This design comes from an exercise in tuning for small area on the open sky130 flow, not from production work.
In this exercise RTL edits were held to simulation tests only and were not proved equivalent to the original.

==> inputs of onyx <==
## TRexTop
module TRexTop(
    input  wire       clk,
    input  wire       btnR,
    input  wire       duckButton,
    input  wire       jumpButton,
    input  wire       restart,
    output wire       Hsync,
    output wire       Vsync,
    output wire [2:0] vgaRed,
    output wire [2:0] vgaGreen,
    output wire [1:0] vgaBlue,
    output wire       led,
    output wire       run,
    output wire       dead);
   wire rst = btnR;
   reg [9:0] hc;    
   reg [9:0] vc;    
   wire hend = (hc == 10'd799);
   always @(posedge clk) begin
      if (rst) begin
         hc <= 10'd0;
         vc <= 10'd0;
      end else if (hend) begin
         hc <= 10'd0;
         vc <= (vc == 10'd520) ? 10'd0 : vc + 10'd1;
      end else
         hc <= hc + 10'd1;
   end
   assign Hsync = (hc >= 10'd96);
   assign Vsync = (vc >= 10'd2);
   reg [2:0] q;
   reg [1:0] m3;
   always @(posedge clk) begin
      if (rst) begin
         q  <= 3'd0;
         m3 <= 2'd0;
      end else begin
         if (hend) q <= q + 3'd1;
         m3 <= (m3 == 2'd2) ? 2'd0 : m3 + 2'd1;
      end
   end
   wire anim      = q[0];                                   
   wire released  = q[2];                                   
   wire lo31      = (hc[4:0] == 5'd31);
   wire scoreTick = lo31 & ~(q[0] ^ hc[5]);                  
   wire [1:0] fph = q[1:0] + hc[6:5];
  ...
export LEC_CHECK = 0
export CAP_MARGIN = 10
export CORE_MARGIN = 2
export CORE_UTILIZATION = 60
export CTS_BUF_LIST = sky130_fd_sc_hd__clkbuf_8
export GPL_TIMING_DRIVEN = 0
export SLEW_MARGIN = 10
create_clock -name core_clock -period 40.0 [get_ports {clk}]
standard.sh (not shown) runs the stock make flow with config.mk's settings and CLKGATE_MAP_FILE= SYNTH_SCRIPT=/design/flow/synth_recipe.tcl, a recipe that flattens the netlist after the stock synthesis.
==> flow/flow/run.sh <==
#!/bin/bash
# Own layout flow: the standard ORFS flow, with two changes in synthesis:
# adders are not extracted into half/full adder cells but left to ABC, and
# instead of one ABC run with ORFS's delay-oriented abc_speed script, the
# combinational logic is mapped by four ABC runs in parallel, each with the
# area-oriented flow/abc.script (&deepsyn with its own seed, then repeated
# choice computation and area-recovering mapping), and the smallest result is
# kept (flow/own_abc.tcl). Everything else (the yosys passes before and after
# ABC, flip-flop mapping, flattening and renaming, floorplan, placement, CTS,
# routing) is the standard flow.
set -euo pipefail
W=$(pwd)
LOG=$W/own_flow.log
{
  echo "own flow: $(date)"
  # ORFS's synth.tcl with the ABC call replaced by own_abc
  python3 - "$FLOW_HOME/scripts/synth.tcl" "$W/own_synth_orfs.tcl" <<'PY'
import sys
s = open(sys.argv[1]).read()
old = "  log_cmd abc {*}$abc_args\n"
assert s.count(old) == 1, "synth.tcl abc call not found"
new = ("  set abc_args [lreplace $abc_args 1 1 $::env(OWN_ABC_SCRIPT)]\n"
       "  source $::env(OWN_ABC_TCL)\n"
       "  own_abc $abc_args\n")
s = s.replace(old, new)
# no separate half/full adder cells: the adders go to ABC with the rest
a = s.index("# Technology mapping of adders")
b = s.index("# Technology mapping of latches")
s = s[:a] + "# (adder extraction left out: adders are mapped by ABC)\n\n" + s[b:]
open(sys.argv[2], "w").write(s)
PY
  # The standard flow's synthesis script, sourcing the patched synth.tcl
  grep -q 'source $::env(SCRIPTS_DIR)/synth.tcl' synth_recipe.tcl
  sed 's#source $::env(SCRIPTS_DIR)/synth.tcl#source '"$W"'/own_synth_orfs.tcl#' synth_recipe.tcl > own_synth.tcl
  # The standard layout command, with our synthesis script
  grep -q 'SYNTH_SCRIPT=' standard.sh
  sed 's#SYNTH_SCRIPT=[^ ]*#SYNTH_SCRIPT='"$W"'/own_synth.tcl#' standard.sh > own_standard.sh
  cat own_synth.tcl own_standard.sh
} > "$LOG" 2>&1
export OWN_WORK=$W
export OWN_ABC_N=4
export OWN_ABC_TCL=$W/flow/own_abc.tcl
export OWN_ABC_SCRIPT=$W/flow/abc.script
bash own_standard.sh finish > "$W/own_make.log" 2>&1
grep -h "own_abc" orfs/logs/*/*/*/1_2_yosys.log >> "$LOG" 2>&1 || true
echo "own flow done: $(date)" >> "$LOG"
==> flow/flow/abc.script <==
strash
&get -n
&deepsyn -T 1800
&put
strash
&get -n
&fraig -x
&put
scorr
dc2
dretime
strash
&get -n
&dch -f
&nf -R 1000 -p
&put
strash
dc2
&get -n
&dch -f
&nf -R 1000 -p
&put
strash
dc2
&get -n
&dch -f
&nf -R 1000 -p
&put
strash
dc2
&get -n
&dch -f
&nf -R 1000 -p
&put
==> flow/flow/own_abc.tcl <==
# own_abc: runs ABC on the design several times in parallel, each with its own
# &deepsyn seed, and keeps the smallest result.
proc own_abc {abc_args} {
  set d $::env(OWN_WORK)/abc_par
  file mkdir $d
  yosys write_rtlil $d/pre.il
  set n $::env(OWN_ABC_N)
  set rest [lrange $abc_args 2 end]
  set f [open $::env(OWN_ABC_SCRIPT) r]; set s [read $f]; close $f
  for {set i 1} {$i <= $n} {incr i} {
    set g [open $d/abc_$i.script w]
    puts -nonewline $g [string map [list "&deepsyn" "&deepsyn -S $i"] $s]
    close $g
    set g [open $d/run_$i.ys w]
    puts $g "read_rtlil $d/pre.il"
    puts $g "abc -script $d/abc_$i.script $rest"
    puts $g "tee -o $d/stat_$i.txt stat $::lib_args"
    puts $g "write_rtlil $d/post_$i.il"
    close $g
  }
  set sh "for i in \$(seq 1 $n); do yosys -s $d/run_\$i.ys > $d/log_\$i.txt 2>&1 & done; wait"
  exec sh -c $sh
  set best 0
  set bestarea 0
  for {set i 1} {$i <= $n} {incr i} {
    if {![file exists $d/post_$i.il] || ![file exists $d/stat_$i.txt]} { continue }
    set g [open $d/stat_$i.txt r]; set t [read $g]; close $g
    if {[regexp {Chip area for (?:top )?module '[^']*': ([0-9.]+)} $t -> a]} {
      puts "own_abc: run $i area $a"
      if {$best == 0 || $a < $bestarea} { set best $i; set bestarea $a }
    }
  }
  if {$best == 0} { error "own_abc: no ABC run finished" }
  puts "own_abc: keeping run $best (area $bestarea)"
  yosys design -reset
  yosys read_rtlil $d/post_$best.il
}
==> harbor (differences from onyx) <==
--- a/flow/design.v
+++ b/flow/design.v
@@ -1,12 +1,12 @@
 module DinoSprite(input wire [5:0] ps, input wire kv, input wire [6:0] k, input wire [9:0] hc,
                   output wire g, output wire w);
   wire gr, wr;
   wire [9:0] cx = hc - 10'd194;    
-  wire cv = (cx[9:7] == 3'd0) & (cx[6:3] != 4'b1111);    
+  wire cv = (cx[9:7] == 3'd0);
   wire [6:0] cd = cx[6:0];
   wire cd_ge1 = (cd[6] | (cd[5] | (cd[4] | (cd[3] | (cd[2] | (cd[1] | cd[0]))))));
   wire cd_ge106 = (cd[6] & (cd[5] & (cd[4] | (cd[3] & (cd[2] | cd[1])))));
   wire cd_ge110 = (cd[6] & (cd[5] & (cd[4] | (cd[3] & (cd[2] & cd[1])))));
   wire cd_ge114 = (cd[6] & (cd[5] & (cd[4] & (cd[3] | (cd[2] | cd[1])))));
   wire cd_ge12 = (cd[6] | (cd[5] | (cd[4] | (cd[3] & cd[2]))));
   wire cd_ge13 = (cd[6] | (cd[5] | (cd[4] | (cd[3] & (cd[2] & (cd[1] | cd[0]))))));
@@ -702,37 +702,33 @@
    assign pose[0] = rst | (runPose & ~anim & duck);
    assign pose[1] = runPose & anim & ~duck;
    assign pose[2] = ~rst & (st == 2'b01);
    assign pose[3] = ~rst & ~(st == 2'b01) & ~runPose;
    assign pose[4] = runPose & ~anim & ~duck;
    assign pose[5] = runPose & anim & duck;
    wire [9:0] kd = {1'b0, dy} - vc;
-   wire dkv = (kd[9:7] == 3'b000) & ~(kd[6] & kd[5]);    
+   wire dkv = (kd[9:7] == 3'b000);
    wire dino_g, dino_w;
    DinoSprite dino(.ps(pose), .kv(dkv), .k(kd[6:0]), .hc(hc), .g(dino_g), .w(dino_w));
-   reg [9:0] oz;
-   wire ozInRange = (oz >= 10'd145) && (oz <= 10'd784);    
-   wire ozWrapped = (oz[9:5] == 5'b11111);
+   reg [11:0] oz;
+   wire ozInRange = (oz >= 12'd145) && (oz <= 12'd784);    
    always @(posedge clk) begin
       if (rst)
-         oz <= 10'd824;
+         oz <= 12'd824;
       else if (moveTick) begin
          case (st)
-            2'b00: oz <= 10'd824;
-            2'b10: if (ozInRange || released) begin
-                      if (oz == 10'd144) oz <= 10'd1023;
-                      else if (!ozWrapped) oz <= oz - 10'd1;
-                   end else
-                      oz <= 10'd784;
+            2'b00: oz <= 12'd824;
+            2'b10: if (ozInRange || released) oz <= (oz == 12'd144) ? 12'd2191 : oz - 12'd1;
+                   else oz <= 12'd784;
             default: ;
          endcase
       end
    end
-   wire [10:0] oc = {1'b0, hc} - {1'b0, oz};
-   wire ocv = (oc[10:6] == 5'd0) & (oc[5:0] != 6'd0);
+   wire [10:0] oc = {1'b0, hc} - {1'b0, oz[9:0]};
+   wire ocv = (oz[11:10] == 2'b00) & (oc[10:6] == 5'd0) & (oc[5:0] != 6'd0);
    wire obs_g, obs_w0;
    ObstacleSprite obs(.cv(ocv), .c(oc[5:0]), .vc(vc), .g(obs_g), .w(obs_w0));
    wire obs_w = obs_w0 & (hc <= 10'd178);    
    reg        gh;
    reg [10:0] gq;
    always @(posedge clk) begin
       if (rst) begin
@@ -764,19 +760,19 @@
                   n2 <= 4'd0;
                   n1 <= (n1 == 4'd9) ? 4'd0 : n1 + 4'd1;
                end else n2 <= n2 + 4'd1;
             end else n3 <= n3 + 4'd1;
          end else n4 <= n4 + 4'd1;
       end
    end
+   wire [9:0] du = hc - 10'd645;
    wire r1 = (hc >= 10'd675), r2 = (hc >= 10'd705), r3 = (hc >= 10'd735);
-   wire [1:0] di = r3 ? 2'd3 : r2 ? 2'd2 : r1 ? 2'd1 : 2'd0;
-   wire [4:0] dcg = hc[4:0] + 5'd27 + {3'b000, di, 1'b0};
+   wire [6:0] dcg = du[6:0] - (r3 ? 7'd90 : r2 ? 7'd60 : r1 ? 7'd30 : 7'd0);
    wire [3:0] dsel = r3 ? n4 : r2 ? n3 : r1 ? n2 : n1;
-   wire dval = (hc >= 10'd645) & (hc <= 10'd754) & (dcg <= 5'd19) & (vc >= 10'd62) & (vc <= 10'd82);
+   wire dval = (hc >= 10'd645) & (hc <= 10'd754) & (dcg <= 7'd19) & (vc >= 10'd62) & (vc <= 10'd82);
    wire num_g0;
    DigitSprite num(.d(dsel), .cg(dcg[4:0]), .vc(vc), .g(num_g0));
    wire num_g = dval & num_g0;
    wire inScreen = (hc >= 10'd145) & (hc <= 10'd784) & (vc >= 10'd32) & (vc <= 10'd511);
    wire grey  = dino_g | obs_g | gnd_g | num_g;
    wire white = dino_w | obs_w;
    reg pix;
==> flow/flow/run.sh (replaced) <==
#!/bin/bash
# Own layout flow: the standard ORFS flow, with one change in synthesis:
# the combinational logic is mapped by ABC with an area-oriented script
# (flow/abc.script: &deepsyn, then repeated choice computation and area-
# recovering mapping) instead of ORFS's delay-oriented abc_speed script.
# Everything else (the yosys passes, flip-flop mapping, flattening and
# renaming, floorplan, placement, CTS, routing) is the standard flow.
set -euo pipefail
W=$(pwd)
LOG=$W/own_flow.log
{
  echo "own flow: $(date)"
  # ORFS's synth.tcl with the ABC script argument replaced
  python3 - "$FLOW_HOME/scripts/synth.tcl" "$W/own_synth_orfs.tcl" <<'PY'
import sys
s = open(sys.argv[1]).read()
old = "  log_cmd abc {*}$abc_args\n"
assert s.count(old) == 1, "synth.tcl abc call not found"
new = ("  set abc_args [lreplace $abc_args 1 1 $::env(OWN_ABC_SCRIPT)]\n"
       "  log_cmd abc {*}$abc_args\n")
open(sys.argv[2], "w").write(s.replace(old, new))
PY
  # The standard flow's synthesis script, sourcing the patched synth.tcl
  grep -q 'source $::env(SCRIPTS_DIR)/synth.tcl' synth_recipe.tcl
  sed 's#source $::env(SCRIPTS_DIR)/synth.tcl#source '"$W"'/own_synth_orfs.tcl#' synth_recipe.tcl > own_synth.tcl
  # The standard layout command, with our synthesis script
  grep -q 'SYNTH_SCRIPT=' standard.sh
  sed 's#SYNTH_SCRIPT=[^ ]*#SYNTH_SCRIPT='"$W"'/own_synth.tcl#' standard.sh > own_standard.sh
  cat own_synth.tcl own_standard.sh
} > "$LOG" 2>&1
export OWN_ABC_SCRIPT=$W/flow/abc.script
bash own_standard.sh finish > "$W/own_make.log" 2>&1
echo "own flow done: $(date)" >> "$LOG"
--- a/flow/flow/abc.script
+++ b/flow/flow/abc.script
@@ -1,10 +1,10 @@
 strash
 &get -n
-&deepsyn -T 1800
+&deepsyn -T 180
 &put
 strash
 &get -n
 &fraig -x
 &put
 scorr
 dc2
removed: flow/flow/own_abc.tcl
==> pepper (differences from onyx) <==
--- a/flow/design.v
+++ b/flow/design.v
@@ -764,19 +764,19 @@
                   n2 <= 4'd0;
                   n1 <= (n1 == 4'd9) ? 4'd0 : n1 + 4'd1;
                end else n2 <= n2 + 4'd1;
             end else n3 <= n3 + 4'd1;
          end else n4 <= n4 + 4'd1;
       end
    end
+   wire [9:0] du = hc - 10'd645;
    wire r1 = (hc >= 10'd675), r2 = (hc >= 10'd705), r3 = (hc >= 10'd735);
-   wire [1:0] di = r3 ? 2'd3 : r2 ? 2'd2 : r1 ? 2'd1 : 2'd0;
-   wire [4:0] dcg = hc[4:0] + 5'd27 + {3'b000, di, 1'b0};
+   wire [6:0] dcg = du[6:0] - (r3 ? 7'd90 : r2 ? 7'd60 : r1 ? 7'd30 : 7'd0);
    wire [3:0] dsel = r3 ? n4 : r2 ? n3 : r1 ? n2 : n1;
-   wire dval = (hc >= 10'd645) & (hc <= 10'd754) & (dcg <= 5'd19) & (vc >= 10'd62) & (vc <= 10'd82);
+   wire dval = (hc >= 10'd645) & (hc <= 10'd754) & (dcg <= 7'd19) & (vc >= 10'd62) & (vc <= 10'd82);
    wire num_g0;
    DigitSprite num(.d(dsel), .cg(dcg[4:0]), .vc(vc), .g(num_g0));
    wire num_g = dval & num_g0;
    wire inScreen = (hc >= 10'd145) & (hc <= 10'd784) & (vc >= 10'd32) & (vc <= 10'd511);
    wire grey  = dino_g | obs_g | gnd_g | num_g;
    wire white = dino_w | obs_w;
    reg pix;
==> flow/flow/run.sh (replaced) <==
#!/bin/bash
# Own layout flow: the standard ORFS flow, with one change in synthesis:
# the combinational logic is mapped by ABC with an area-oriented script
# (flow/abc.script: &deepsyn, then repeated choice computation and area-
# recovering mapping) instead of ORFS's delay-oriented abc_speed script.
# Everything else (the yosys passes, flip-flop mapping, flattening and
# renaming, floorplan, placement, CTS, routing) is the standard flow.
set -euo pipefail
W=$(pwd)
LOG=$W/own_flow.log
{
  echo "own flow: $(date)"
  # ORFS's synth.tcl with the ABC script argument replaced
  python3 - "$FLOW_HOME/scripts/synth.tcl" "$W/own_synth_orfs.tcl" <<'PY'
import sys
s = open(sys.argv[1]).read()
old = "  log_cmd abc {*}$abc_args\n"
assert s.count(old) == 1, "synth.tcl abc call not found"
new = ("  set abc_args [lreplace $abc_args 1 1 $::env(OWN_ABC_SCRIPT)]\n"
       "  log_cmd abc {*}$abc_args\n")
open(sys.argv[2], "w").write(s.replace(old, new))
PY
  # The standard flow's synthesis script, sourcing the patched synth.tcl
  grep -q 'source $::env(SCRIPTS_DIR)/synth.tcl' synth_recipe.tcl
  sed 's#source $::env(SCRIPTS_DIR)/synth.tcl#source '"$W"'/own_synth_orfs.tcl#' synth_recipe.tcl > own_synth.tcl
  # The standard layout command, with our synthesis script
  grep -q 'SYNTH_SCRIPT=' standard.sh
  sed 's#SYNTH_SCRIPT=[^ ]*#SYNTH_SCRIPT='"$W"'/own_synth.tcl#' standard.sh > own_standard.sh
  cat own_synth.tcl own_standard.sh
} > "$LOG" 2>&1
export OWN_ABC_SCRIPT=$W/flow/abc.script
bash own_standard.sh finish > "$W/own_make.log" 2>&1
echo "own flow done: $(date)" >> "$LOG"
--- a/flow/flow/abc.script
+++ b/flow/flow/abc.script
@@ -1,10 +1,10 @@
 strash
 &get -n
-&deepsyn -T 1800
+&deepsyn -T 300
 &put
 strash
 &get -n
 &fraig -x
 &put
 scorr
 dc2
removed: flow/flow/own_abc.tcl
==> impl_metrics.ini <==
[placement]
place_hpwl_mm = 20.6
post-place-ws_ps = 28600

[run_status]
outcome = finished clean

[finish]
multi_input_area_share_pct = 70.2

[global_routing]
track_usage_pct = 38.5
the above is filed under onyx

==> impl_metrics.ini <==
[finish]
multi_input_area_share_pct = 72.6
fillers = 1389
seq_area_share_pct = 18.0

[placement]
post-place-ws_ps = 25950
place_hpwl_mm = 24.0

[cts]
cts_tree = yes

[run_status]
outcome = finished clean

[yosys]
synthesis.nets = 1445

[global_routing]
track_usage_pct = 38.3
the above is filed under pepper

==> impl_metrics.ini <==
[placement]
post-place-ws_ps = 28680
dpl.cell_count = 1604

[finish]
multi_input_area_share_pct = 72.2

[run_status]
outcome = finished clean

[global_routing]
track_usage_pct = 37.8
overflow = 0

[yosys]
synth_compound_area_share_pct = 28.3

[drt]
wl_met1_mm = 12.7

[setup_path]
crit_type = in2reg

[hold_path]
hold_path_class = reg2reg
the above is filed under harbor

what the ideal ports hide:
Ports are ideal in the flow. The routed layouts listed here were re-timed in OpenROAD. Step 1 (the two cells are an assumption about what drives the block):
set clk [get_ports {clk}]
set_driving_cell -lib_cell sky130_fd_sc_hd__clkbuf_16 $clk
set_driving_cell -lib_cell sky130_fd_sc_hd__buf_2 [delete_from_list [all_inputs] $clk]
Step 2 also shifts input and output timing later by t, the mid clock arrival at the registers, as if the neighbouring blocks saw the same clock. a / b / c = ideal ports / drivers / drivers and shift; a / b = the first two.
run	shift t [ns]	slack for setup (ns)	worst setup path at the end	slew at the worst register clock pin (ns)
onyx	0.418	28.873 / 28.892 / 28.474	input to register	0.11 / 0.11
harbor	0.437	28.826 / 28.848 / 28.411	input to register	0.11 / 0.11
pepper	0.429	25.914 / 25.938 / 25.509	input to register	0.11 / 0.11
After both steps every run listed still meets setup and hold. For harbor, which loses most, drivers alone change the setup slack by +0.022 ns; drivers and shift together by -0.415 ns.
